What follows belongs to an exercise in optimizing a design on an open flow for small area, a short achievable clock period and few clock cycles per item; a production flow would make more cautious choices. Where RTL was checked, it was by simulation tests only, not by an equivalence proof against the original. Only the layout flow was run in run 2; the RTL was not checked for function there.

==> flow/design.v, too long to show whole: its modules and the start of the top module <==
// module PE: 621 lines
// module systolic_array: 31 lines
// module systolic_array_top: 69 lines
module systolic_array_top #(
    parameter DATAWIDTH = 16,
    parameter N_SIZE = 3
) (
    input  logic clk,
    input  logic rst_n,
    input  logic valid_in,
    input  logic [N_SIZE*DATAWIDTH-1:0] matrix_a_in,    
    input  logic [N_SIZE*DATAWIDTH-1:0] matrix_b_in,    
    output logic valid_out,
    output logic [N_SIZE*DATAWIDTH*2-1:0] matrix_c_out
);
  // ...
==> flow/flow/run.sh <==
#!/bin/bash
# The standard layout, with timing repair aiming at a 3.5 ns period (setup
# margin 6.5 ns on the 10 ns clock) instead of the 10 ns period itself.
set -euo pipefail
bash standard.sh finish SETUP_SLACK_MARGIN=6.5 > flow.log 2>&1
==> flow/standard.sh <==
#!/bin/bash
# synth_recipe.tcl (not shown) runs the flow's synth.tcl, then flattens the netlist and writes it again
# the make line also repeats each setting of config.mk as NAME=value (left out here)
make -C /OpenROAD-flow-scripts/flow DESIGN_CONFIG=/design/flow/config.mk WORK_HOME=/design/flow/orfs CLKGATE_MAP_FILE= SYNTH_SCRIPT=/design/flow/synth_recipe.tcl "${@:-finish}"
==> flow/config.mk <==
export PLATFORM = sky130hd
export DESIGN_NAME = systolic_array_top
export DESIGN_NICKNAME = systolic_array_top
export VERILOG_FILES = /design/flow/design.v
export SDC_FILE = /design/flow/constraint.sdc
export NUM_CORES = 4
export LEC_CHECK = 0
export CAP_MARGIN = 20
export CORE_MARGIN = 2
export CORE_UTILIZATION = 40
export SLEW_MARGIN = 20
==> flow/constraint.sdc <==
create_clock -name core_clock -period 10.0 [get_ports {clk}]
set_input_delay 2.0000 -clock core_clock [delete_from_list [all_inputs] [get_ports {clk}]]
set_output_delay 2.0000 -clock core_clock [all_outputs]
set_load 0.01 [all_outputs]
==> metrics.md, run 1 <==
| Metric | Value |
|---|---|
| Nets | `4,571` |
| Top layer in use | `met4` |
| Min Tclk post-route | `3470 ps` |
| Critical Path AT | `4060 ps` |
| CTS clock-pin slew for the worst setup and hold paths | `70 ps` |
| Critical Path End Type | `register` |
| Post-Route WL | `104 mm` |
| Chip Height | `316 um` |
| Routed wl met2 | `49.7 mm` |
| Initial antenna violation count | `4` |
| Share of cell area taken by multi-input logic gates | `0.574` |
| PnR worst setup slack | `6530 ps` |
| #MultiIn Comb | `2,832` |
| First-pass GRT wire length | `164 mm` |
| IO Port Bufs | `195` |
| Multi-input combinational cell area | `25,800 sq um` |
| CTS tree | `yes` |
| Routing usage on met3 | `0.0326` |
| Final HPWL DP | `69.4 mm` |
| FF-to-FF End | `u_array.c_q[84]` |
| Non-clk invs | `256` |
| Die area | `100,000 sq um` |
| Placer Congestion | `0.811` |
| Area share of buffers outside the clock network | `0.0667` |
| Final Instance Count excl. Fillers | `5,323` |
| Post-CTS Resized | `166` |
| Slew headroom | `0.301` |
| Setup TNS | `0 ps` |
| Fin. max-slew vios | `0` |
| Max Fclk | `289 MHz` |
| Cell Rows | `114` |
| Setup crit end | `u_array.c_q[84]` |
| Core Util, Final | `0.465` |
| Status | `timing/DRC/antenna clean` |
| Req. time, crit path | `10,590 ps` |
| Async SR Flop Fraction | `0.00896` |
Testbench counts, summed over its fixed seeds: cycles 3,840, items 320.
==> module systolic_array, before the edit <==
module systolic_array (
    input  logic        clk,
    input  logic [1:0]  first,     
    input  logic [8:0]  one,
    input  logic [7:0]  two,
    input  logic [7:0]  neg,
    input  logic [47:0] b,
    output logic [95:0] sum
);
    logic [2:0][31:0] s_q, c_q, s_d, c_d;
    PE pe0 (
        .one(one), .two(two), .neg(neg), .b(b[15:0]),
        .first_s(first[0]), .first_c(first[0]),
        .s_q(s_q[0]), .c_q(c_q[0]), .s_out(s_d[0]), .c_out(c_d[0])
    );
    PE pe1 (
        .one(one), .two(two), .neg(neg), .b(b[31:16]),
        .first_s(first[1]), .first_c(first[1]),
        .s_q(s_q[1]), .c_q(c_q[1]), .s_out(s_d[1]), .c_out(c_d[1])
    );
    PE pe2 (
        .one(one), .two(two), .neg(neg), .b(b[47:32]),
        .first_s(first[0]), .first_c(first[1]),
        .s_q(s_q[2]), .c_q(c_q[2]), .s_out(s_d[2]), .c_out(c_d[2])
    );
    always_ff @(posedge clk) begin
        s_q <= s_d;
        c_q <= c_d;
        for (int j = 0; j < 3; j++) sum[32*j +: 32] <= s_q[j] + c_q[j];
    end
endmodule
==> run 2, diff against run 1 <==
--- a/flow/design.v
+++ b/flow/design.v
@@ -630,4 +630,11 @@
 );
     logic [2:0][31:0] s_q, c_q, s_d, c_d;
+    logic [95:0]      sum_d;
+    genvar j;
+    generate
+        for (j = 0; j < 3; j++) begin : g_add
+            adder32 add (.a(s_q[j]), .b(c_q[j]), .y(sum_d[32*j +: 32]));
+        end
+    endgenerate
     PE pe0 (
         .one(one), .two(two), .neg(neg), .b(b[15:0]),
@@ -648,7 +655,219 @@
         s_q <= s_d;
         c_q <= c_d;
-        for (int j = 0; j < 3; j++) sum[32*j +: 32] <= s_q[j] + c_q[j];
+        sum <= sum_d;
     end
 endmodule
+module adder32 (
+    input  logic [31:0] a,
+    input  logic [31:0] b,
+    output logic [31:0] y
+);
+    logic [31:0] g0, p0;
+    assign g0 = a & b;
+    assign p0 = a ^ b;
+    logic g1, p1;
+    assign g1 = g0[1] | (p0[1] & g0[0]);
+    assign p1 = p0[1] & p0[0];
+    logic g2, p2;
+    assign g2 = g0[3] | (p0[3] & g0[2]);
+    assign p2 = p0[3] & p0[2];
+    logic g3, p3;
+    assign g3 = g0[5] | (p0[5] & g0[4]);
+    assign p3 = p0[5] & p0[4];
+    logic g4, p4;
+    assign g4 = g0[7] | (p0[7] & g0[6]);
+    assign p4 = p0[7] & p0[6];
+    logic g5, p5;
+    assign g5 = g0[9] | (p0[9] & g0[8]);
+    assign p5 = p0[9] & p0[8];
+    logic g6, p6;
+    assign g6 = g0[11] | (p0[11] & g0[10]);
+    assign p6 = p0[11] & p0[10];
+    logic g7, p7;
+    assign g7 = g0[13] | (p0[13] & g0[12]);
+    assign p7 = p0[13] & p0[12];
+    logic g8, p8;
+    assign g8 = g0[15] | (p0[15] & g0[14]);
+    assign p8 = p0[15] & p0[14];
+    logic g9, p9;
+    assign g9 = g0[17] | (p0[17] & g0[16]);
+    assign p9 = p0[17] & p0[16];
+    logic g10, p10;
+    assign g10 = g0[19] | (p0[19] & g0[18]);
+    assign p10 = p0[19] & p0[18];
+    logic g11, p11;
+    assign g11 = g0[21] | (p0[21] & g0[20]);
+    assign p11 = p0[21] & p0[20];
+    logic g12, p12;
+    assign g12 = g0[23] | (p0[23] & g0[22]);
+    assign p12 = p0[23] & p0[22];
+    logic g13, p13;
+    assign g13 = g0[25] | (p0[25] & g0[24]);
+    assign p13 = p0[25] & p0[24];
+    logic g14, p14;
+    assign g14 = g0[27] | (p0[27] & g0[26]);
+    assign p14 = p0[27] & p0[26];
+    logic g15, p15;
+    assign g15 = g0[29] | (p0[29] & g0[28]);
+    assign p15 = p0[29] & p0[28];
+    logic g16, p16;
+    assign g16 = g0[31] | (p0[31] & g0[30]);
+    assign p16 = p0[31] & p0[30];
+    logic g17, p17;
+    assign g17 = g2 | (p2 & g1);
+    assign p17 = p2 & p1;
+    logic g18, p18;
+    assign g18 = g4 | (p4 & g3);
+    assign p18 = p4 & p3;
+    logic g19, p19;
+    assign g19 = g6 | (p6 & g5);
+    assign p19 = p6 & p5;
+    logic g20, p20;
+    assign g20 = g8 | (p8 & g7);
+    assign p20 = p8 & p7;
+    logic g21, p21;
+    assign g21 = g10 | (p10 & g9);
+    assign p21 = p10 & p9;
+    logic g22, p22;
+    assign g22 = g12 | (p12 & g11);
+    assign p22 = p12 & p11;
+    logic g23, p23;
+    assign g23 = g14 | (p14 & g13);
+    assign p23 = p14 & p13;
+    logic g24, p24;
+    assign g24 = g16 | (p16 & g15);
+    assign p24 = p16 & p15;
+    logic g25, p25;
+    assign g25 = g18 | (p18 & g17);
+    assign p25 = p18 & p17;
+    logic g26, p26;
+    assign g26 = g20 | (p20 & g19);
+    assign p26 = p20 & p19;
+    logic g27, p27;
+    assign g27 = g22 | (p22 & g21);
+    assign p27 = p22 & p21;
+    logic g28, p28;
+    assign g28 = g24 | (p24 & g23);
+    assign p28 = p24 & p23;
+    logic g29, p29;
+    assign g29 = g26 | (p26 & g25);
+    assign p29 = p26 & p25;
+    logic g30, p30;
+    assign g30 = g28 | (p28 & g27);
+    assign p30 = p28 & p27;
+    logic g31, p31;
+    assign g31 = g30 | (p30 & g29);
+    assign p31 = p30 & p29;
+    logic g32, p32;
+    assign g32 = g27 | (p27 & g29);
+    assign p32 = p27 & p29;
+    logic g33, p33;
+    assign g33 = g19 | (p19 & g25);
+    assign p33 = p19 & p25;
+    logic g34, p34;
+    assign g34 = g21 | (p21 & g29);
+    assign p34 = p21 & p29;
+    logic g35, p35;
+    assign g35 = g23 | (p23 & g32);
+    assign p35 = p23 & p32;
+    logic g36, p36;
+    assign g36 = g3 | (p3 & g17);
+    assign p36 = p3 & p17;
+    logic g37, p37;
+    assign g37 = g5 | (p5 & g25);
+    assign p37 = p5 & p25;
+    logic g38, p38;
+    assign g38 = g7 | (p7 & g33);
+    assign p38 = p7 & p33;
+    logic g39, p39;
+    assign g39 = g9 | (p9 & g29);
+    assign p39 = p9 & p29;
+    logic g40, p40;
+    assign g40 = g11 | (p11 & g34);
+    assign p40 = p11 & p34;
+    logic g41, p41;
+    assign g41 = g13 | (p13 & g32);
+    assign p41 = p13 & p32;
+    logic g42, p42;
+    assign g42 = g15 | (p15 & g35);
+    assign p42 = p15 & p35;
+    logic g43, p43;
+    assign g43 = g0[2] | (p0[2] & g1);
+    assign p43 = p0[2] & p1;
+    logic g44, p44;
+    assign g44 = g0[4] | (p0[4] & g17);
+    assign p44 = p0[4] & p17;
+    logic g45, p45;
+    assign g45 = g0[6] | (p0[6] & g36);
+    assign p45 = p0[6] & p36;
+    logic g46, p46;
+    assign g46 = g0[8] | (p0[8] & g25);
+    assign p46 = p0[8] & p25;
+    logic g47, p47;
+    assign g47 = g0[10] | (p0[10] & g37);
+    assign p47 = p0[10] & p37;
+    logic g48, p48;
+    assign g48 = g0[12] | (p0[12] & g33);
+    assign p48 = p0[12] & p33;
+    logic g49, p49;
+    assign g49 = g0[14] | (p0[14] & g38);
+    assign p49 = p0[14] & p38;
+    logic g50, p50;
+    assign g50 = g0[16] | (p0[16] & g29);
+    assign p50 = p0[16] & p29;
+    logic g51, p51;
+    assign g51 = g0[18] | (p0[18] & g39);
+    assign p51 = p0[18] & p39;
+    logic g52, p52;
+    assign g52 = g0[20] | (p0[20] & g34);
+    assign p52 = p0[20] & p34;
+    logic g53, p53;
+    assign g53 = g0[22] | (p0[22] & g40);
+    assign p53 = p0[22] & p40;
+    logic g54, p54;
+    assign g54 = g0[24] | (p0[24] & g32);
+    assign p54 = p0[24] & p32;
+    logic g55, p55;
+    assign g55 = g0[26] | (p0[26] & g41);
+    assign p55 = p0[26] & p41;
+    logic g56, p56;
+    assign g56 = g0[28] | (p0[28] & g35);
+    assign p56 = p0[28] & p35;
+    logic g57, p57;
+    assign g57 = g0[30] | (p0[30] & g42);
+    assign p57 = p0[30] & p42;
+    assign y[0] = p0[0];
+    assign y[1] = p0[1] ^ g0[0];
+    assign y[2] = p0[2] ^ g1;
+    assign y[3] = p0[3] ^ g43;
+    assign y[4] = p0[4] ^ g17;
+    assign y[5] = p0[5] ^ g44;
+    assign y[6] = p0[6] ^ g36;
+    assign y[7] = p0[7] ^ g45;
+    assign y[8] = p0[8] ^ g25;
+    assign y[9] = p0[9] ^ g46;
+    assign y[10] = p0[10] ^ g37;
+    assign y[11] = p0[11] ^ g47;
+    assign y[12] = p0[12] ^ g33;
+    assign y[13] = p0[13] ^ g48;
+    assign y[14] = p0[14] ^ g38;
+    assign y[15] = p0[15] ^ g49;
+    assign y[16] = p0[16] ^ g29;
+    assign y[17] = p0[17] ^ g50;
+    assign y[18] = p0[18] ^ g39;
+    assign y[19] = p0[19] ^ g51;
+    assign y[20] = p0[20] ^ g34;
+    assign y[21] = p0[21] ^ g52;
+    assign y[22] = p0[22] ^ g40;
+    assign y[23] = p0[23] ^ g53;
+    assign y[24] = p0[24] ^ g32;
+    assign y[25] = p0[25] ^ g54;
+    assign y[26] = p0[26] ^ g41;
+    assign y[27] = p0[27] ^ g55;
+    assign y[28] = p0[28] ^ g35;
+    assign y[29] = p0[29] ^ g56;
+    assign y[30] = p0[30] ^ g42;
+    assign y[31] = p0[31] ^ g57;
+endmodule
 module systolic_array_top #(
     parameter DATAWIDTH = 16,
==> flow/flow/run.sh (replaced) <==
#!/bin/bash
# The standard layout, with timing repair aiming at a 3.5 ns period (setup
# margin 6.5 ns on the 10 ns clock) instead of the 10 ns period itself, and
# the port buffers made with buf_2 cells.
set -euo pipefail
bash standard.sh finish SETUP_SLACK_MARGIN=6.5 "BUFFER_PORTS_ARGS=-buffer_cell sky130_fd_sc_hd__buf_2" > flow.log 2>&1
==> metrics.md, run 2 <==
| Metric | Value |
|---|---|
| Status | `timing/DRC/antenna clean (unchanged)` |
| Layout Skew | `27.0 ps (was 68.6 ps)` |
| Largest net degree at the start of global routing | `95 (was 67)` |
| Hold_buf cts | `0 (unchanged)` |
| Fin. Hold Viols | `0 (unchanged)` |
| Req. time, crit path | `10,580 ps (was 10,590 ps)` |
| Critical path origin | `b[9] (was neg[5])` |
| Top layer in use | `met5 (was met4)` |
| Post-Synth Adder-Cell Area | `0.270 (was 0.243)` |
| DP Area | `40,200 sq um (was 41,900 sq um)` |
| Die area | `98,000 sq um (was 100,000 sq um)` |
| Reg2reg start | `b[9] (was neg[5])` |
| Unrepaired setup endpoints after global routing | `true (unchanged)` |
| Detail Route Antenna Nets | `0 (unchanged)` |
| Layout area overhead | `13.5% (was 15.4%)` |
| Final worst-path cycle share | `0.344 (was 0.347)` |
| Clock Path Buffers | `3 (unchanged)` |
| Layout cell share with drive strength beyond 1 | `0.136 (was 0.0786)` |
| Setup crit end | `u_array.c_q[20] (was u_array.c_q[84])` |
| Via-to-Cell Ratio | `5.13 (was 5.19)` |
| Initial DRC Count | `1,791 (was 1,879)` |
| Chip Height | `313 um (was 316 um)` |
| HP Class | `reg -> reg (unchanged)` |
| Flip-flop count of the largest register after layout | `144 (unchanged)` |
| Cell Rows | `113 (was 114)` |
| IO Count | `196 (unchanged)` |
| DRC errors left | `0 (unchanged)` |
| Count leader, synth | `xnor2_1 (unchanged)` |
| Later-pin clock latency in the skew report | `640 ps (was 680 ps)` |
| Setup TNS | `0 ps (unchanged)` |
| TritonRoute pass-1 iters | `6 (was 8)` |
| Most instantiated cells after synthesis | `xnor2_1 (640), dfxtp_1 (553), a22oi_1 (361) (was xnor2_1 (675), dfxtp_1 (553), a22oi_1 (361))` |
| Core Util, Final | `0.457 (was 0.465)` |
| Largest registers | `b (144), u_array.s_q (96), u_array.sum (96) (unchanged)` |
| Routed len/inst | `19.3 um (was 19.5 um)` |
| Initial core utilization | `0.403 (about the same)` |
| First-pass GRT wire length | `154 mm (was 164 mm)` |
| Hold depth | `0 (unchanged)` |
| Overall Global Routing Usage | `0.200 (was 0.209)` |
| Critical Path End Type | `register (unchanged)` |
| Min Tclk post-route | `3440 ps (was 3470 ps)` |
| Mux contribution to synthesized area | `0.0234 (was 0.0232)` |
| Sequential area share after synthesis | `0.293 (was 0.287)` |
| IO Port Bufs | `195 (unchanged)` |
| Reg2reg path depth | `9 (unchanged)` |
| Synth top area share | `0.290 (was 0.284)` |
| Seq cells post-synth | `558 (unchanged)` |
| Post-Synth Simple-Gate Area | `0.0618 (was 0.0744)` |
| Met3 WL | `5.64 mm (was 6.45 mm)` |
| FF-to-FF End | `u_array.c_q[20] (was u_array.c_q[84])` |
| Number of max-cap violations | `0 (unchanged)` |
| CTS clock-pin slew for the worst setup and hold paths | `60 ps (was 70 ps)` |
| Top cells by area, synth | `dfxtp_1 (29%), fa_1 (19%), xnor2_1 (15%) (was dfxtp_1 (28%), fa_1 (16%), xnor2_1 (15%))` |
| Biggest register | `b (unchanged)` |
| Die Width | `313 um (was 316 um)` |
| Final HPWL DP | `67.2 mm (was 69.4 mm)` |
| Slew headroom | `0.315 (was 0.301)` |
| Yosys cell types | `60 (was 74)` |
| DRT met1 WL | `41.7 mm (was 44.4 mm)` |
| Post-Synthesis Cells | `3,717 (was 3,920)` |
| Commonest cells after routing, fill and taps aside | `xnor2_1 (636), dfxtp_1 (505), a22oi_1 (361), fa_1 (357), inv_1 (300) (was xnor2_1 (674), dfxtp_1 (519), a22oi_1 (360), fa_1 (315), inv_1 (253))` |
| Syn_area_per_cell | `10.3 sq um (was 9.95 sq um)` |
| CTS HTree Levels | `3 (unchanged)` |
| Post-Synth XOR/XNOR Area | `0.189 (was 0.192)` |
| Core area | `94,900 sq um (was 96,700 sq um)` |
| Routed wl met2 | `48.1 mm (was 49.7 mm)` |
| Critical Path AT | `4020 ps (was 4060 ps)` |
| Number of synthesized flops with an enable pin | `0 (unchanged)` |
| Max Fclk | `291 MHz (was 289 MHz)` |
| Final setup violation count | `0 (unchanged)` |
| Vias in the first global route | `27.3k (was 28.7k)` |
| Post-Syn Area | `38,200 sq um (was 39,000 sq um)` |
| DR vias | `26.3k (was 27.6k)` |
| Post-Route WL | `98.9 mm (was 104 mm)` |
| Yosys warns | `2 (unchanged)` |
| Leading area contributor after synthesis | `dfxtp_1 (unchanged)` |
| Worst slew pin tran | `1030 ps (was 1050 ps)` |
| Compound-gate portion of the synthesized area | `0.107 (was 0.129)` |
| Initial antenna violation count | `1 (was 4)` |
| Largest family of logic cells by synthesized area | `adder cells (unchanged)` |
| Async SR Flop Fraction | `0.00896 (unchanged)` |
| Post-Syn Nets | `4,334 (was 4,498)` |
| Critical Path Fanout Max | `18 (was 30)` |
| Nets | `4,422 (was 4,571)` |
| Post-route cell area | `43,400 sq um (was 45,000 sq um)` |
| Fin. max-slew vios | `0 (unchanged)` |
| # clock sinks | `558 (unchanged)` |
| Most common cell after layout, fill and taps aside | `xnor2_1 (unchanged)` |
| Ys flop type | `dfxtp_1 (unchanged)` |
| CP Launch Type | `register (unchanged)` |
| CTS Root Cell | `clkbuf_16 (unchanged)` |
| Register-to-register path setup slack | `6560 ps (was 6530 ps)` |
| Placer Congestion | `0.802 (was 0.811)` |
| CTS tree | `yes (unchanged)` |
| Critical path class | `reg -> reg (unchanged)` |
| Grt total ovfl | `0 (unchanged)` |
| Clock buffers created by TritonCTS | `66 (unchanged)` |
## run 2: cell count changes after synthesis, moves of 26 or more
cell / change
o21ai_0: -37
xnor2_1: -35
nand2_1: -36
a21oi_1: -28
inv_1: +47
clkbuf_1: -26
fa_1: +42
## run 2: how the worst min path moves through the flow
stage	start	endpoint	slack, ps
after floorplan	a1[0]	a1[16]	310
after global placement	b[80]	b[128]	310
after detailed placement	a1[7]	a1[23]	310
after CTS	a1[18]	a1[34]	320
after global routing	a1[31]	a1[47]	330
final	a1[18]	a1[34]	320
## run 2: metrics by stage
step           setup slack (ps)  cells  hold slack [ps]
3_3_place_gp               5950   4964              310
4_1_cts                    6480   5083              315
6_report                   6560   5120              317
5_1_grt                    6460   5119              327
2_1_floorplan              6490   3717              310
3_5_place_dp               5920   4964              312
## run 2: cells by family after synthesis
| group | after synthesis |
|---|---|
| xor+xnor | 826 |
| fa+ha+maj | 634 |
| compound gates | 584 |
| buf+inv | 561 |
| flops | 558 |
| simple gates | 473 |
| mux | 81 |
## run 2: metal layers
metal	vias to the layer above	track usage
li1	12285	-
met1	12931	0.255
met2	846	0.346
met3	210	0.0297
met4	2	0.0686
met5	-	0
## run 2: layout make-up
| class | instances | area [sq um] |
|---|---|---|
| Clock inverter | 40 | 584 |
| Antenna cell | 1 | 2.50 |
| Clock buffer | 77 | 1750 |
| Fill cell | 8959 | 51500 |
| Multi-Input combinational cell | 2598 | 24900 |
| Timing Repair Buffer | 278 | 2080 |
| Sequential cell | 558 | 11300 |
| Tap cell | 1265 | 1580 |
| Inverter | 303 | 1140 |
## run 2: worst max-delay path, stage by stage, from the launching register on
cell and delay (ps):
dfxtp_2 650, a22oi_1 190, xnor2_1 170, fa_1 550
inv_1 70, fa_1 490, fa_1 420, maj3_1 410
maj3_1 360, inv_1 60
## run 2: timing repair
action,CTS,global route
pin swaps,0,0
gates resized for setup,69,50
setup buffers,2,30
cloned,0,6
endpoints found under the setup margin,94,61
==> module systolic_array_top, before the edit <==
module systolic_array_top #(
    parameter DATAWIDTH = 16,
    parameter N_SIZE = 3
) (
    input  logic clk,
    input  logic rst_n,
    input  logic valid_in,
    input  logic [N_SIZE*DATAWIDTH-1:0] matrix_a_in,    
    input  logic [N_SIZE*DATAWIDTH-1:0] matrix_b_in,    
    output logic valid_out,
    output logic [N_SIZE*DATAWIDTH*2-1:0] matrix_c_out
);
    logic [3:0] cnt;
    logic       first_c, first_k;
    logic [2:0] k;
    always_ff @(posedge clk) begin
        first_c <= (cnt == 4'd0 && valid_in) || cnt == 4'd3 || cnt == 4'd6;
        k       <= cnt == 4'd0 ? 3'b001 : {k[1:0], k[2]};
    end
    assign first_k = k[0];
    always_ff @(posedge clk, negedge rst_n) begin
        if (!rst_n) begin
            cnt       <= 4'd0;
            valid_out <= 1'b0;
        end else begin
            if (cnt == 4'd0) begin
                if (valid_in) cnt <= 4'd1;
            end else if (cnt != 4'd11) begin
                cnt <= cnt + 4'd1;
            end
            valid_out <= cnt == 4'd4 || cnt == 4'd7 || cnt == 4'd10;
        end
    end
    logic [15:0]      a_next;
    logic [16:0]      a_pad;
    logic [2:0][15:0] a1, a2;
    logic [2:0][47:0] b;
    logic [8:0]       one;
    logic [7:0]       two, neg;
    assign a_next = valid_in ? matrix_a_in[15:0] : a1[2];
    assign a_pad  = {a_next, 1'b0};
    always_ff @(posedge clk) begin
        for (int i = 0; i < 8; i++) begin
            one[i] <= a_pad[2*i+1] ^ a_pad[2*i];
            two[i] <= (a_pad[2*i+2] & ~a_pad[2*i+1] & ~a_pad[2*i])
                    | (~a_pad[2*i+2] & a_pad[2*i+1] & a_pad[2*i]);
            neg[i] <= a_pad[2*i+2];
        end
        one[8] <= a_next[15];
        a1[0] <= valid_in ? matrix_a_in[31:16] : a2[2];
        a1[1] <= a1[0];
        a1[2] <= a1[1];
        a2[0] <= matrix_a_in[47:32];
        a2[1] <= a2[0];
        a2[2] <= a2[1];
        b[0]  <= valid_in ? matrix_b_in : b[2];
        b[1]  <= b[0];
        b[2]  <= b[1];
    end
    systolic_array u_array (
        .clk  (clk),
        .first({first_k, first_c}),
        .one  (one),
        .two  (two),
        .neg  (neg),
        .b    (b[0]),
        .sum  (matrix_c_out)
    );
endmodule
==> run 3, diff against run 2 <==
--- a/flow/design.v
+++ b/flow/design.v
@@ -885,5 +885,7 @@
     logic       first_c, first_k;
     logic [2:0] k;
+    logic       rot;
     always_ff @(posedge clk) begin
+        rot     <= cnt >= 4'd2 && cnt <= 4'd9;
         first_c <= (cnt == 4'd0 && valid_in) || cnt == 4'd3 || cnt == 4'd6;
         k       <= cnt == 4'd0 ? 3'b001 : {k[1:0], k[2]};
@@ -909,5 +911,5 @@
     logic [8:0]       one;
     logic [7:0]       two, neg;
-    assign a_next = valid_in ? matrix_a_in[15:0] : a1[2];
+    assign a_next = rot ? a1[2] : matrix_a_in[15:0];
     assign a_pad  = {a_next, 1'b0};
     always_ff @(posedge clk) begin
@@ -919,5 +921,5 @@
         end
         one[8] <= a_next[15];
-        a1[0] <= valid_in ? matrix_a_in[31:16] : a2[2];
+        a1[0] <= rot ? a2[2] : matrix_a_in[31:16];
         a1[1] <= a1[0];
         a1[2] <= a1[1];
@@ -925,5 +927,5 @@
         a2[1] <= a2[0];
         a2[2] <= a2[1];
-        b[0]  <= valid_in ? matrix_b_in : b[2];
+        b[0]  <= rot ? b[2] : matrix_b_in;
         b[1]  <= b[0];
         b[2]  <= b[1];
==> metrics.md, run 3 <==
| Metric | Value |
|---|---|
| Crit path largest cell delay | `520 ps (was 650 ps)` |
| CP Launch Type | `register (unchanged)` |
| Layout area overhead | `14.7% (was 13.5%)` |
| Most instantiated cells after synthesis | `xnor2_1 (640), dfxtp_1 (554), a22oi_1 (360) (was xnor2_1 (640), dfxtp_1 (553), a22oi_1 (361))` |
| Critical Path End Type | `register (unchanged)` |
| Overall Global Routing Usage | `0.208 (was 0.200)` |
| Initial DRC Count | `2,282 (was 1,791)` |
| Worst path top cell family by delay | `adder cells (unchanged)` |
| Largest net degree at the start of global routing | `72 (was 95)` |
| DRT met1 WL | `46.1 mm (was 41.7 mm)` |
| Commonest cells after routing, fill and taps aside | `xnor2_1 (634), dfxtp_1 (511), a22oi_1 (357), fa_1 (356), inv_1 (299) (was xnor2_1 (636), dfxtp_1 (505), a22oi_1 (361), fa_1 (357), inv_1 (300))` |
| Later-pin clock latency in the skew report | `710 ps (was 640 ps)` |
| Setup TNS | `0 ps (unchanged)` |
| Max Fclk | `289 MHz (was 291 MHz)` |
| CP Cell Sequence | `buf_12, inv_2, buf_12, buf_12, xnor2_1, fa_1, fa_1, fa_1, maj3_1, maj3_1, inv_1 (was a22oi_1, xnor2_1, fa_1, inv_1, fa_1, fa_1, maj3_1, maj3_1, inv_1)` |
| Via-to-Cell Ratio | `5.23 (was 5.13)` |
| # clock sinks | `559 (was 558)` |
| Sequential area share after synthesis | `0.293 (about the same)` |
| Fin. max-slew vios | `0 (unchanged)` |
| Status | `timing/DRC/antenna clean (unchanged)` |
| Post-Route WL | `108 mm (was 98.9 mm)` |
| IO Count | `196 (unchanged)` |
| Min Tclk post-route | `3460 ps (was 3440 ps)` |
| HP Class | `reg -> reg (unchanged)` |
| Critical Path AT | `4120 ps (was 4020 ps)` |
| Ys flop type | `dfxtp_1 (unchanged)` |
| Fillers | `8,875 (was 8,959)` |
| Cell Rows | `113 (unchanged)` |
| Routed len/inst | `21.0 um (was 19.3 um)` |
| Biggest register | `b (unchanged)` |
| Placer Congestion | `0.813 (was 0.802)` |
| Post-Syn Area | `38,300 sq um (was 38,200 sq um)` |
| TritonRoute pass-1 iters | `6 (unchanged)` |
| Critical path class | `reg -> reg (unchanged)` |
| CTS clock-pin slew for the worst setup and hold paths | `60 ps (about the same)` |
| Slew headroom | `0.372 (was 0.315)` |
| Hold_buf cts | `0 (unchanged)` |
| Vias in the first global route | `27.9k (was 27.3k)` |
| Top layer in use | `met5 (unchanged)` |
| Fin. Hold Viols | `0 (unchanged)` |
| CTS Root Cell | `clkbuf_16 (unchanged)` |
| IO Port Bufs | `195 (unchanged)` |
| Final worst-path cycle share | `0.346 (was 0.344)` |
| Clock Path Buffers | `3 (unchanged)` |
| Grt total ovfl | `0 (unchanged)` |
| Synth top area share | `0.290 (about the same)` |
| Initial core utilization | `0.404 (was 0.403)` |
| Seq cells post-synth | `559 (was 558)` |
| Number of max-cap violations | `0 (unchanged)` |
| Layout Skew | `55.0 ps (was 27.0 ps)` |
| Post-Synthesis Cells | `3,729 (was 3,717)` |
| Yosys warns | `2 (unchanged)` |
| Yosys cell types | `55 (was 60)` |
| Worst slew pin tran | `942 ps (was 1030 ps)` |
| Syn_area_per_cell | `10.3 sq um (about the same)` |
| Most common cell after layout, fill and taps aside | `xnor2_1 (unchanged)` |
| Post-Syn Nets | `4,347 (was 4,334)` |
| Req. time, crit path | `10,650 ps (was 10,580 ps)` |
| Nets | `4,461 (was 4,422)` |
| Top cells by area, synth | `dfxtp_1 (29%), fa_1 (19%), xnor2_1 (15%) (unchanged)` |
| Core area | `94,900 sq um (unchanged)` |
| Final HPWL DP | `68.4 mm (was 67.2 mm)` |
| Count leader, synth | `xnor2_1 (unchanged)` |
| DRC errors left | `0 (unchanged)` |
| Leading area contributor after synthesis | `dfxtp_1 (unchanged)` |
| Die area | `98,200 sq um (was 98,000 sq um)` |
| Largest registers | `b (144), u_array.s_q (96), u_array.sum (96) (unchanged)` |
| Buf+Inv Stages, Crit Path | `5 (was 2)` |
| Routed wl met2 | `48.7 mm (was 48.1 mm)` |
| Flip-flop count of the largest register after layout | `144 (unchanged)` |
| Critical Path Fanout Max | `10 (was 18)` |
| Unrepaired setup endpoints after global routing | `true (unchanged)` |
| Detail Route Antenna Nets | `0 (unchanged)` |
| Final setup violation count | `0 (unchanged)` |
| Die Width | `313 um (about the same)` |
| Number of synthesized flops with an enable pin | `0 (unchanged)` |
| Initial antenna violation count | `1 (unchanged)` |
| Chip Height | `313 um (about the same)` |
| DR vias | `27.0k (was 26.3k)` |
| Layout cell share with drive strength beyond 1 | `0.141 (was 0.136)` |
| Placed cells | `4,985 (was 4,964)` |
| Clock buffers created by TritonCTS | `61 (was 66)` |
| CTS tree | `yes (unchanged)` |
| Antenna diodes | `0 (was 1)` |
| Async SR Flop Fraction | `0.00894 (was 0.00896)` |
| CP max-delay cell | `fa_1 (was dfxtp_2)` |
| Met3 WL | `9.37 mm (was 5.64 mm)` |
| First-pass GRT wire length | `160 mm (was 154 mm)` |
| Final Instance Count excl. Fillers | `5,158 (was 5,120)` |
| CTS HTree Levels | `2 (was 3)` |
run 3: cell count changes in the layout (fill, tap and decap cells not counted), moves of 5 or more:
| cell | change |
|---|---|
| a21oi_1 | +8 |
| dfxtp_4 | +8 |
| o21ai_0 | +6 |
| buf_4 | +11 |
| dfxtp_1 | +6 |
| nand2_1 | -6 |
| buf_12 | -5 |
| dfxtp_2 | -13 |
| clkbuf_16 | +11 |
| inv_6 | +5 |
run 3: cell type report:
type                    instances  area [sq um]  share of cell area
multi-input cells            2610         25000               0.570
inverters                     302          1140              0.0259
clock inverters                39           579              0.0132
flip-flops and latches        559         11300               0.258
clock buffers                  74          1620              0.0368
well taps                    1265          1580              0.0360
repair buffers                309          2660              0.0605
run 3: kinds of logic after synthesis:
kind of cell               count (synthesis)  share of synthesized area
muxes                                     81                     0.0234
xor gates and xnor gates                 826                      0.189
buffers and inverters                    560                     0.0554
and+or+nand+nor                          478                     0.0626
DFF                                      559                      0.293
AOI/OAI and AO/OA                        590                      0.107
adders and majority gates                635                      0.270
run 3: stage by stage:
| step | hold slack [ps] | worst slack (ps) | cell area, sq um | util |
|---|---|---|---|---|
| 2_1_floorplan | 310 | 6500 | 38300 | - |
| 3_3_place_gp | 310 | 6100 | 40300 | 0.425 |
| 3_5_place_dp | 312 | 6070 | 40300 | 0.425 |
| 4_1_cts | 311 | 6460 | 42900 | 0.452 |
| 5_1_grt | 304 | 6460 | 43900 | 0.463 |
| 6_report | 298 | 6540 | 43900 | 0.463 |
run 3: path summary, 6_finish.rpt:
kind	startpoint	slack, ps	cells after the start	to
max reg2reg	neg[2]	6540	11	u_array.c_q[82]
min in group asynchronous	rst_n	1110	1	cnt[2]
max in group asynchronous	rst_n	8740	1	cnt[1]
min reg2reg	b[55]	300	0	b[103]
max	neg[2]	6540	11	u_array.c_q[82]
min	b[55]	300	0	b[103]
run 3: worst reg2reg max path: cells and delay by family, from the launching register on:
kind                       cells  cell delay (ps)
adders and majority gates      5             2190
buffers and inverters          5              580
DFF                            1              400
xor gates and xnor gates       1              240
run 3: timing repair:
item / in CTS / in global routing
endpoints found under the hold margin: 0 / 0
gates resized for setup: 70 / 64
pin swaps: 0 / 2
cloned: 3 / 22
buffers inserted: 2 / 33
endpoints found under the setup margin: 92 / 84
run 3: per-layer routing:
metal | global-route usage | up-vias
met5 | 0 | -
met2 | 0.339 | 1146
met4 | 0.0702 | 2
met3 | 0.0416 | 274
met1 | 0.277 | 13189
li1 | - | 12385
Testbench counts of run 3, summed over its fixed seeds: cycles 3,840, items 320.
==> run 4, diff against run 3 <==
==> flow/flow/run.sh (replaced) <==
#!/bin/bash
# The standard layout, with timing repair aiming at a 3.2 ns period (setup
# margin 6.8 ns on the 10 ns clock) instead of the 10 ns period itself, the
# port buffers made with buf_2 cells and the clock tree with clkbuf_8 cells.
set -euo pipefail
bash standard.sh finish SETUP_SLACK_MARGIN=6.8 "BUFFER_PORTS_ARGS=-buffer_cell sky130_fd_sc_hd__buf_2" CTS_BUF_LIST=sky130_fd_sc_hd__clkbuf_8 > flow.log 2>&1
==> metrics.md, run 4 <==
| Metric | Value |
|---|---|
| Chip Height | `313 um (unchanged)` |
| Detail Route Antenna Nets | `0 (unchanged)` |
| Worst path top cell family by delay | `flip-flops (was adder cells)` |
| Overall Global Routing Usage | `0.225 (was 0.208)` |
| CP Launch Type | `register (unchanged)` |
| Number of synthesized flops with an enable pin | `0 (unchanged)` |
| Initial DRC Count | `2,376 (was 2,282)` |
| Flip-flop count of the largest register after layout | `144 (unchanged)` |
| CTS tree | `yes (unchanged)` |
| CTS clock-pin slew for the worst setup and hold paths | `60 ps (about the same)` |
| HP Class | `reg -> reg (unchanged)` |
| Leading area contributor after synthesis | `dfxtp_1 (unchanged)` |
| # clock sinks | `559 (unchanged)` |
| Number of max-cap violations | `0 (unchanged)` |
| Async SR Flop Fraction | `0.00894 (unchanged)` |
| Final HPWL DP | `67.2 mm (was 68.4 mm)` |
| Seq cells post-synth | `559 (unchanged)` |
| Placer Congestion | `0.795 (was 0.813)` |
| CTS HTree Levels | `3 (was 2)` |
| Yosys cell types | `55 (unchanged)` |
| Synth top area share | `0.290 (unchanged)` |
| Register-to-register path setup slack | `6770 ps (was 6540 ps)` |
| Slew headroom | `0.454 (was 0.372)` |
| First-pass GRT wire length | `169 mm (was 160 mm)` |
| Biggest register | `b (unchanged)` |
| Register area | `11,500 sq um (was 11,300 sq um)` |
| Via-to-Cell Ratio | `5.28 (was 5.23)` |
| Post-Route WL | `114 mm (was 108 mm)` |
| Buf+Inv Stages, Crit Path | `1 (was 5)` |
| Unrepaired setup endpoints after global routing | `true (unchanged)` |
| Yosys warns | `2 (unchanged)` |
| Critical Path AT | `1290 ps (was 4120 ps)` |
| Status | `timing/DRC/antenna clean (unchanged)` |
| Fin. max-slew vios | `0 (unchanged)` |
| Commonest cells after routing, fill and taps aside | `xnor2_1 (585), dfxtp_1 (437), inv_1 (317), fa_1 (309), a22oi_1 (297) (was xnor2_1 (634), dfxtp_1 (511), a22oi_1 (357), fa_1 (356), inv_1 (299))` |
| Later-pin clock latency in the skew report | `810 ps (was 710 ps)` |
| Core area | `94,900 sq um (unchanged)` |
| Req. time, crit path | `8000 ps (was 10,650 ps)` |
| Top cells by area, synth | `dfxtp_1 (29%), fa_1 (19%), xnor2_1 (15%) (unchanged)` |
| Post-Syn Area | `38,300 sq um (unchanged)` |
| Critical Path Fanout Max | `1 (was 10)` |
| Critical path class | `reg -> out (was reg -> reg)` |
| Grt total ovfl | `0 (unchanged)` |
| Ys flop type | `dfxtp_1 (unchanged)` |
| Layout Skew | `39.2 ps (was 55.0 ps)` |
| Final setup violation count | `0 (unchanged)` |
| Hold_buf cts | `0 (unchanged)` |
| Setup TNS | `0 ps (unchanged)` |
| Largest registers | `b (144), u_array.s_q (96), u_array.sum (96) (unchanged)` |
| Fillers | `8,614 (was 8,875)` |
| Core Util, Final | `0.488 (was 0.463)` |
| Routed len/inst | `21.6 um (was 21.0 um)` |
| Sequential area share after synthesis | `0.293 (unchanged)` |
| PnR worst setup slack | `6710 ps (was 6540 ps)` |
| CP max-delay cell | `dfrtp_1 (was fa_1)` |
| IO Count | `196 (unchanged)` |
| CTS Root Cell | `clkbuf_8 (was clkbuf_16)` |
| Most instantiated cells after synthesis | `xnor2_1 (640), dfxtp_1 (554), a22oi_1 (360) (unchanged)` |
| Crit path largest cell delay | `350 ps (was 520 ps)` |
| Fin. Hold Viols | `0 (unchanged)` |
| Post-Syn Nets | `4,347 (unchanged)` |
| TritonRoute pass-1 iters | `6 (unchanged)` |
| Min Tclk post-route | `3290 ps (was 3460 ps)` |
| Final worst-path cycle share | `0.329 (was 0.346)` |
| CP Cell Sequence | `buf_2 (was buf_12, inv_2, buf_12, buf_12, xnor2_1, fa_1, fa_1, fa_1, maj3_1, maj3_1, inv_1)` |
| Worst slew pin tran | `818 ps (was 942 ps)` |
| Max Fclk | `304 MHz (was 289 MHz)` |
| Clock buffers created by TritonCTS | `96 (was 61)` |
| Post-Synthesis Cells | `3,729 (unchanged)` |
| Nets | `4,536 (was 4,461)` |
| Initial antenna violation count | `5 (was 1)` |
| Syn_area_per_cell | `10.3 sq um (unchanged)` |
| Die Width | `313 um (unchanged)` |
| Multi-input combinational cell area | `26,000 sq um (was 25,000 sq um)` |
| DR vias | `27.7k (was 27.0k)` |
| IO Port Bufs | `195 (unchanged)` |
| Largest net degree at the start of global routing | `72 (unchanged)` |
| Vias in the first global route | `28.2k (was 27.9k)` |
| Critical Path End Type | `primary output (was register)` |
| Setup WS pre-CTS | `6070 ps (about the same)` |
| Clock Path Buffers | `3 (unchanged)` |
| Min Hold Slack | `321 ps (was 298 ps)` |
| Count leader, synth | `xnor2_1 (unchanged)` |
| Most common cell after layout, fill and taps aside | `xnor2_1 (unchanged)` |
| Cell Rows | `113 (unchanged)` |
| Layout area overhead | `21.0% (was 14.7%)` |
| DRC errors left | `0 (unchanged)` |
| Initial core utilization | `0.404 (unchanged)` |
| Layout cell share with drive strength beyond 1 | `0.230 (was 0.141)` |
| Die area | `98,200 sq um (unchanged)` |
run 4: layout make-up:
cell class,count,area share
clock inverter,54,0.0124
inverter,302,0.0250
clock buffer,115,0.0342
timing repair buffer,348,0.0845
tap,1265,0.0342
sequential,559,0.247
timing repair inverter,1,0.000189
antenna,5,0.000270
multi-input combinational,2610,0.562
run 4: routing by layer:
metal	track usage	part of all wire	vias up	routed length, um
met3	0.0505	0.088	315	10000
li1	-	-	12557	-
met1	0.299	0.42	13632	47200
met4	0.109	0.053	2	6060
met5	0	0.00011	-	13
met2	0.348	0.44	1243	50300
run 4: cell families after synthesis:
logic type | count (synthesis) | synth area share
and+or+nand+nor | 478 | 0.0626
xor gates and xnor gates | 826 | 0.189
muxes | 81 | 0.0234
buffers and inverters | 560 | 0.0554
AOI/OAI and AO/OA | 590 | 0.107
DFF | 559 | 0.293
adders and majority gates | 635 | 0.270
run 4: timing repair:
item | 4_1_cts | 5_1_grt
gates cloned | 28 | 11
gates resized for setup | 293 | 254
endpoints found under the setup margin | 223 | 188
hold endpoints to repair | 0 | 0
setup buffers | 34 | 27
pin swaps | 36 | 142
run 4: through the flow:
step	area, sq um	std cells
2_1_floorplan	38600	3729
3_3_place_gp	40300	4985
3_5_place_dp	40300	4985
4_1_cts	44700	5216
5_1_grt	46300	5255
6_report	46300	5259
run 4: worst paths after layout:
path,start,to,depth (start not counted)
max,valid_out,valid_out,1
min,a1[7],a1[23],0
max reg2reg,two[1],u_array.c_q[50],12
min reg2reg,a1[7],a1[23],0
max in group asynchronous,rst_n,cnt[2],1
min in group asynchronous,rst_n,cnt[0],1
==> run 5, diff against run 4 <==
==> flow/flow/run.sh (replaced) <==
#!/bin/bash
# The standard layout, with timing repair aiming at a 3.2 ns period (setup
# margin 6.8 ns on the 10 ns clock) instead of the 10 ns period itself, the
# port buffers made with buf_2 cells, and larger clock-sink clusters.
set -euo pipefail
bash standard.sh finish SETUP_SLACK_MARGIN=6.8 "BUFFER_PORTS_ARGS=-buffer_cell sky130_fd_sc_hd__buf_2" CTS_CLUSTER_SIZE=24 CTS_CLUSTER_DIAMETER=80 > flow.log 2>&1
==> metrics.md, run 5 <==
| Metric | Value |
|---|---|
| Layout cell share with drive strength beyond 1 | `0.194 (was 0.230)` |
| Critical path origin | `one[1] (was valid_out)` |
| Number of max-cap violations | `0 (unchanged)` |
| CP Launch Type | `register (unchanged)` |
| Met1 Usage GRT | `0.297 (was 0.299)` |
| Post-route cell area | `45,100 sq um (was 46,300 sq um)` |
| Setup crit end | `u_array.s_q[15] (was valid_out)` |
| DP Area | `40,300 sq um (unchanged)` |
| Chip Height | `313 um (unchanged)` |
| Req. time, crit path | `10,510 ps (was 8000 ps)` |
| Post-Synthesis Cells | `3,729 (unchanged)` |
| PnR worst setup slack | `6750 ps (was 6710 ps)` |
| Initial core utilization | `0.404 (unchanged)` |
| CTS Root Cell | `clkbuf_16 (was clkbuf_8)` |
| Async SR Flop Fraction | `0.00894 (unchanged)` |
| IO Count | `196 (unchanged)` |
| Register-to-register path setup slack | `6750 ps (was 6770 ps)` |
| TritonRoute pass-1 iters | `6 (unchanged)` |
| Compound-gate portion of the synthesized area | `0.107 (unchanged)` |
| Critical path class | `reg -> reg (was reg -> out)` |
| Reg2reg start | `one[1] (was two[1])` |
| CTS tree | `yes (unchanged)` |
| Syn_area_per_cell | `10.3 sq um (unchanged)` |
| Leading area contributor after synthesis | `dfxtp_1 (unchanged)` |
| Reg2reg path depth | `12 (unchanged)` |
| Most instantiated cells after synthesis | `xnor2_1 (640), dfxtp_1 (554), a22oi_1 (360) (unchanged)` |
| Global Route met2 Usage | `0.344 (was 0.348)` |
| Mux contribution to synthesized area | `0.0234 (unchanged)` |
| Critical Path Fanout Max | `6 (was 1)` |
| Core Util, Final | `0.476 (was 0.488)` |
| Final HPWL DP | `67.2 mm (unchanged)` |
| Fin. Hold Viols | `0 (unchanged)` |
| Routing usage on met3 | `0.0417 (was 0.0505)` |
| Ys flop type | `dfxtp_1 (unchanged)` |
| Final worst-path cycle share | `0.325 (was 0.329)` |
| IO Port Bufs | `195 (unchanged)` |
| Hold_buf cts | `0 (unchanged)` |
| Layout area overhead | `17.9% (was 21.0%)` |
| HP Class | `reg -> reg (unchanged)` |
| Overall Global Routing Usage | `0.220 (was 0.225)` |
| Placed cells | `4,985 (unchanged)` |
| Core area | `94,900 sq um (unchanged)` |
| Later-pin clock latency in the skew report | `650 ps (was 810 ps)` |
| Busiest grt layer | `met2 (unchanged)` |
| Post-Synth Adder-Cell Area | `0.270 (unchanged)` |
| Most common cell after layout, fill and taps aside | `xnor2_1 (unchanged)` |
| Die Width | `313 um (unchanged)` |
| Worst slew pin tran | `829 ps (was 818 ps)` |
| Unrepaired setup endpoints after global routing | `true (unchanged)` |
| Setup WS pre-CTS | `6070 ps (unchanged)` |
| Post-Synth XOR/XNOR Area | `0.189 (unchanged)` |
| Largest family of logic cells by synthesized area | `adder cells (unchanged)` |
| Layout Skew | `45.0 ps (was 39.2 ps)` |
| Placer Congestion | `0.795 (unchanged)` |
| Final Instance Count excl. Fillers | `5,161 (was 5,259)` |
| CTS clock-pin slew for the worst setup and hold paths | `90 ps (was 60 ps)` |
| Largest net degree at the start of global routing | `72 (unchanged)` |
| Count leader, synth | `xnor2_1 (unchanged)` |
| Initial antenna violation count | `4 (was 5)` |
| Via-to-Cell Ratio | `5.29 (was 5.28)` |
| Cell Rows | `113 (unchanged)` |
| Critical Path End Type | `register (was primary output)` |
| Sequential area share after synthesis | `0.293 (unchanged)` |
| Post-Synth Simple-Gate Area | `0.0626 (unchanged)` |
| Vias in the first global route | `27.4k (was 28.2k)` |
| Grt total ovfl | `0 (unchanged)` |
| Min Tclk post-route | `3250 ps (was 3290 ps)` |
| Setup TNS | `0 ps (unchanged)` |
| Clock Path Buffers | `3 (unchanged)` |
| First-pass GRT wire length | `166 mm (was 169 mm)` |
| # clock sinks | `559 (unchanged)` |
| Final setup violation count | `0 (unchanged)` |
| Post-Syn Nets | `4,347 (unchanged)` |
| Seq cells post-synth | `559 (unchanged)` |
| FF-to-FF End | `u_array.s_q[15] (was u_array.c_q[50])` |
| Min Hold Slack | `321 ps (about the same)` |
| Fin. max-slew vios | `0 (unchanged)` |
| Routed len/inst | `21.8 um (was 21.6 um)` |
| Detail Route Antenna Nets | `0 (unchanged)` |
| Clock buffers created by TritonCTS | `43 (was 96)` |
| DR vias | `27.3k (was 27.7k)` |
| Number of synthesized flops with an enable pin | `0 (unchanged)` |
| Post-Route WL | `112 mm (was 114 mm)` |
| Initial DRC Count | `2,418 (was 2,376)` |
| CTS HTree Levels | `2 (was 3)` |
| Flip-flop count of the largest register after layout | `144 (unchanged)` |
| DRC errors left | `0 (unchanged)` |
| Post-Syn Area | `38,300 sq um (unchanged)` |
| Nets | `4,480 (was 4,536)` |
| Commonest cells after routing, fill and taps aside | `xnor2_1 (595), dfxtp_1 (502), fa_1 (312), a22oi_1 (305), inv_1 (296) (was xnor2_1 (585), dfxtp_1 (437), inv_1 (317), fa_1 (309), a22oi_1 (297))` |
| Die area | `98,200 sq um (unchanged)` |
| Synth top area share | `0.290 (unchanged)` |
| Slew headroom | `0.447 (was 0.454)` |
| Status | `timing/DRC/antenna clean (unchanged)` |
| Yosys cell types | `55 (unchanged)` |
| Yosys warns | `2 (unchanged)` |
| Critical Path AT | `3760 ps (was 1290 ps)` |
| Largest registers | `b (144), u_array.s_q (96), u_array.sum (96) (unchanged)` |
| Top cells by area, synth | `dfxtp_1 (29%), fa_1 (19%), xnor2_1 (15%) (unchanged)` |
| Biggest register | `b (unchanged)` |
| Max Fclk | `308 MHz (was 304 MHz)` |
[run 5: cell count changes in the layout (fill, tap and decap cells not counted), sizes merged]
cell and delta:
inv -7, clkinvlp -3, clkinv -9, diode -3, clkbuf -66, buf -5, bufinv -5
[run 5: cell type report]
class                      instances  area, sq um
multi-input combinational       2610        25900
timing repair buffer             345         3470
clock buffer                      47         1130
antenna                            2         5.00
inverter                         302         1150
timing repair inverter             1         8.76
clock inverter                    30          497
tap                             1265         1580
fill                            8660        49700
sequential                       559        11400
[run 5: logic make-up after synthesis]
logic type / count (synthesis)
flops: 559
xor+xnor: 826
simple gates: 478
fa+ha+maj: 635
buf+inv: 560
mux: 81
compound gates: 590
[run 5: worst min path at each step]
stage,cells past startpoint,end,from
6_report,0,a2[42],a2[26]
5_1_grt,0,a1[44],a1[28]
4_1_cts,0,a2[42],a2[26]
3_5_place_dp,0,a1[28],a1[12]
3_3_place_gp,0,b[139],b[91]
2_1_floorplan,0,a1[16],a1[0]
[run 5: worst max-delay path, cell delays in order (launching register included)]
cell     delay, ps
dfxtp_4        410
buf_12         170
a22oi_2        230
xnor2_2        110
fa_1           510
inv_1           50
fa_1           490
inv_2           40
fa_2           410
xor2_2         180
xnor2_2        170
xnor2_1        240
xnor2_1        100
[run 5: what timing repair did]
| action | in CTS | in global routing |
|---|---|---|
| buffers inserted | 19 | 38 |
| gates cloned | 27 | 13 |
| pin swaps | 42 | 131 |
| gates resized for setup | 192 | 194 |
| setup endpoints to repair | 123 | 95 |
[run 5: layer usage]
layer	routed length (um)	part of all wire	up-vias
li1	-	-	12393
met1	47500	0.42	13452
met2	49700	0.44	1170
met3	9790	0.087	292
met4	5350	0.048	2
met5	13	0.00012	-
==> run 6, diff against run 5 <==
==> flow/flow/run.sh (replaced) <==
#!/bin/bash
# The standard layout, with timing repair aiming at a 3.2 ns period (setup
# margin 6.8 ns on the 10 ns clock) instead of the 10 ns period itself, and
# the port buffers made with buf_2 cells.
set -euo pipefail
bash standard.sh finish SETUP_SLACK_MARGIN=6.8 "BUFFER_PORTS_ARGS=-buffer_cell sky130_fd_sc_hd__buf_2" > flow.log 2>&1
==> metrics.md, run 6 <==
| Metric | Value |
|---|---|
| Most instantiated cells after synthesis | `xnor2_1 (640), dfxtp_1 (554), a22oi_1 (360) (unchanged)` |
| Final setup violation count | `0 (unchanged)` |
| Critical Path Fanout Max | `6 (unchanged)` |
| Cell Rows | `113 (unchanged)` |
| Grt total ovfl | `0 (unchanged)` |
| Final worst-path cycle share | `0.325 (about the same)` |
| TritonRoute pass-1 iters | `7 (was 6)` |
| Layout Skew | `50.8 ps (was 45.0 ps)` |
| Req. time, crit path | `10,590 ps (was 10,510 ps)` |
| Unrepaired setup endpoints after global routing | `true (unchanged)` |
| Final HPWL DP | `67.2 mm (unchanged)` |
| First-pass GRT wire length | `170 mm (was 166 mm)` |
| # clock sinks | `559 (unchanged)` |
| Overall Global Routing Usage | `0.227 (was 0.220)` |
| Placed cells | `4,985 (unchanged)` |
| Via-to-Cell Ratio | `5.26 (was 5.29)` |
| Count leader, synth | `xnor2_1 (unchanged)` |
| IO Count | `196 (unchanged)` |
| Most common cell after layout, fill and taps aside | `xnor2_1 (unchanged)` |
| Layout area overhead | `20.6% (was 17.9%)` |
| Largest net degree at the start of global routing | `72 (unchanged)` |
| Yosys warns | `2 (unchanged)` |
| Die Width | `313 um (unchanged)` |
| Fin. Hold Viols | `0 (unchanged)` |
| Seq cells post-synth | `559 (unchanged)` |
| Initial antenna violation count | `2 (was 4)` |
| CTS HTree Levels | `3 (was 2)` |
| Fillers | `8,567 (was 8,660)` |
| Min Tclk post-route | `3250 ps (about the same)` |
| DR vias | `27.4k (was 27.3k)` |
| Core area | `94,900 sq um (unchanged)` |
| Initial core utilization | `0.404 (unchanged)` |
| Biggest register | `b (unchanged)` |
| Die area | `98,200 sq um (unchanged)` |
| Multi-input combinational cell area | `26,200 sq um (was 25,900 sq um)` |
| Syn_area_per_cell | `10.3 sq um (unchanged)` |
| Register area | `11,400 sq um (about the same)` |
| IO Port Bufs | `195 (unchanged)` |
| Number of max-cap violations | `0 (unchanged)` |
| Layout cell share with drive strength beyond 1 | `0.218 (was 0.194)` |
| Reg2reg path depth | `10 (was 12)` |
| Routed len/inst | `21.4 um (was 21.8 um)` |
| Post-Synthesis Cells | `3,729 (unchanged)` |
| Nets | `4,509 (was 4,480)` |
| Detail Route Antenna Nets | `0 (unchanged)` |
| Max Fclk | `308 MHz (about the same)` |
| DRC errors left | `0 (unchanged)` |
| Worst slew pin tran | `842 ps (was 829 ps)` |
| Critical path class | `reg -> reg (unchanged)` |
| Post-Syn Area | `38,300 sq um (unchanged)` |
| Synth top area share | `0.290 (unchanged)` |
| DP Area | `40,300 sq um (unchanged)` |
| Critical Path AT | `3840 ps (was 3760 ps)` |
| Flip-flop count of the largest register after layout | `144 (unchanged)` |
| Hold depth | `0 (unchanged)` |
| Critical Path End Type | `register (unchanged)` |
| Setup WS pre-CTS | `6070 ps (unchanged)` |
| PnR worst setup slack | `6750 ps (about the same)` |
| Setup TNS | `0 ps (unchanged)` |
| Async SR Flop Fraction | `0.00894 (unchanged)` |
| Final Instance Count excl. Fillers | `5,211 (was 5,161)` |
| CTS tree | `yes (unchanged)` |
| Sequential area share after synthesis | `0.293 (unchanged)` |
| Ys flop type | `dfxtp_1 (unchanged)` |
| Later-pin clock latency in the skew report | `680 ps (was 650 ps)` |
| CTS Root Cell | `clkbuf_16 (unchanged)` |
| Slew headroom | `0.439 (was 0.447)` |
| Placer Congestion | `0.795 (unchanged)` |
| Commonest cells after routing, fill and taps aside | `xnor2_1 (580), dfxtp_1 (500), fa_1 (297), inv_1 (290), a22oi_1 (287) (was xnor2_1 (595), dfxtp_1 (502), fa_1 (312), a22oi_1 (305), inv_1 (296))` |
| Status | `timing/DRC/antenna clean (unchanged)` |
| CTS clock-pin slew for the worst setup and hold paths | `60 ps (was 90 ps)` |
| Clock Path Buffers | `3 (unchanged)` |
| Vias in the first global route | `28.1k (was 27.4k)` |
| Yosys cell types | `55 (unchanged)` |
| Initial DRC Count | `2,153 (was 2,418)` |
| Post-Route WL | `112 mm (about the same)` |
| Number of synthesized flops with an enable pin | `0 (unchanged)` |
| Clock buffers created by TritonCTS | `66 (was 43)` |
| Largest registers | `b (144), u_array.s_q (96), u_array.sum (96) (unchanged)` |
| CP Launch Type | `register (unchanged)` |
| Fin. max-slew vios | `0 (unchanged)` |
| Min Hold Slack | `323 ps (was 321 ps)` |
| Leading area contributor after synthesis | `dfxtp_1 (unchanged)` |
| Post-Syn Nets | `4,347 (unchanged)` |
| Top cells by area, synth | `dfxtp_1 (29%), fa_1 (19%), xnor2_1 (15%) (unchanged)` |
| HP Class | `reg -> reg (unchanged)` |
| Post-route cell area | `46,200 sq um (was 45,100 sq um)` |
| Chip Height | `313 um (unchanged)` |
[run 6: changes by cell type in the layout (fill, tap and decap cells not counted), moves of 15 or more]
cell	delta
xnor2_2	+15
xnor2_1	-15
a22oi_2	+18
fa_1	-15
fa_2	+15
a22oi_1	-18
[run 6: logic make-up (layout without fill, tap and decap cells)]
family	Yosys count	count (layout)	share of synthesized area
compound gates	590	590	0.107
xor+xnor	826	826	0.189
fa+ha+maj	635	635	0.270
buf+inv	560	774	0.0554
flops	559	559	0.293
mux	81	81	0.0234
other cells	0	3	0
simple gates	478	478	0.0626
[run 6: metal layers]
metal	track usage	routed length (um)	up-vias
li1	-	-	12471
met5	0	13	-
met2	0.351	49800	1138
met3	0.0561	9330	277
met1	0.296	46800	13530
met4	0.109	5620	2
[run 6: worst paths after layout]
path / from / endpoint / slack [ps]
worst max-delay path: one[4] / u_array.c_q[20] / 6750
worst min register to register: a2[24] / a2[40] / 320
min in group asynchronous: rst_n / valid_out / 1130
worst min-delay path: a2[24] / a2[40] / 320
worst max register to register: one[4] / u_array.c_q[20] / 6750
max in group asynchronous: rst_n / cnt[2] / 8720
[run 6: metrics by stage]
| stage | utilization |
|---|---|
| after floorplan | - |
| after global placement | 0.425 |
| after detailed placement | 0.425 |
| after CTS | 0.472 |
| after global routing | 0.487 |
| final | 0.487 |
[run 6: final cells by class]
class,instances,area share
Clock buffer,83,0.0405
Inverter,302,0.0249
Timing Repair inverter,1,0.000190
Tap cell,1265,0.0343
Antenna cell,3,0.000163
Sequential cell,559,0.246
Timing Repair Buffer,351,0.0740
Multi-Input combinational cell,2610,0.567
Clock inverter,37,0.0129
[run 6: timing repair]
action / in CTS / in global routing
gates cloned: 30 / 2
endpoints found under the setup margin: 128 / 95
resized for setup: 215 / 223
setup buffers: 35 / 36
hold buffers: 0 / 0
pin swaps: 55 / 161
[run 6: critical path, cell delays in order, from the launching register on]
cell	delay (ps)
dfxtp_4	400
buf_12	170
a22oi_2	230
xnor2_2	110
fa_1	530
inv_1	50
fa_1	480
fa_2	420
maj3_2	330
maj3_1	360
inv_1	60

-- afterwards: timing with drivers on the ports --
No port has a modelled driver above. Below, the same layouts with a new extraction and two added sets of constraints. Step 1: set_driving_cell puts a clkbuf_16 on clk and a buf_2 on each other input, an assumption about the parent block. Step 2 moves the port delays by t, midway between the first and last clock arrival at a register: inputs arrive t later, outputs are due t later. That takes back most of the time a late clock gives input paths. Three values: ideal, step 1, step 2; two values: the first two.
run	shift t [ns]	setup slack, ns	pins driven straight from the clock port
run 1	0.716	6.535 / 6.486 / 6.159	1
run 2	0.698	6.559 / 6.559 / 6.103	1
run 3	0.749	6.538 / 6.538 / 6.538	1
run 4	0.855	6.710 / 6.642 / 6.767	1
run 5	0.689	6.752 / 6.752 / 6.752	1
run 6	0.720	6.752 / 6.752 / 6.752	1
After both steps setup and hold are still met in every run listed. For run 2, which loses most, drivers alone change the setup slack by 0.000 ns; drivers and shift together by -0.456 ns.
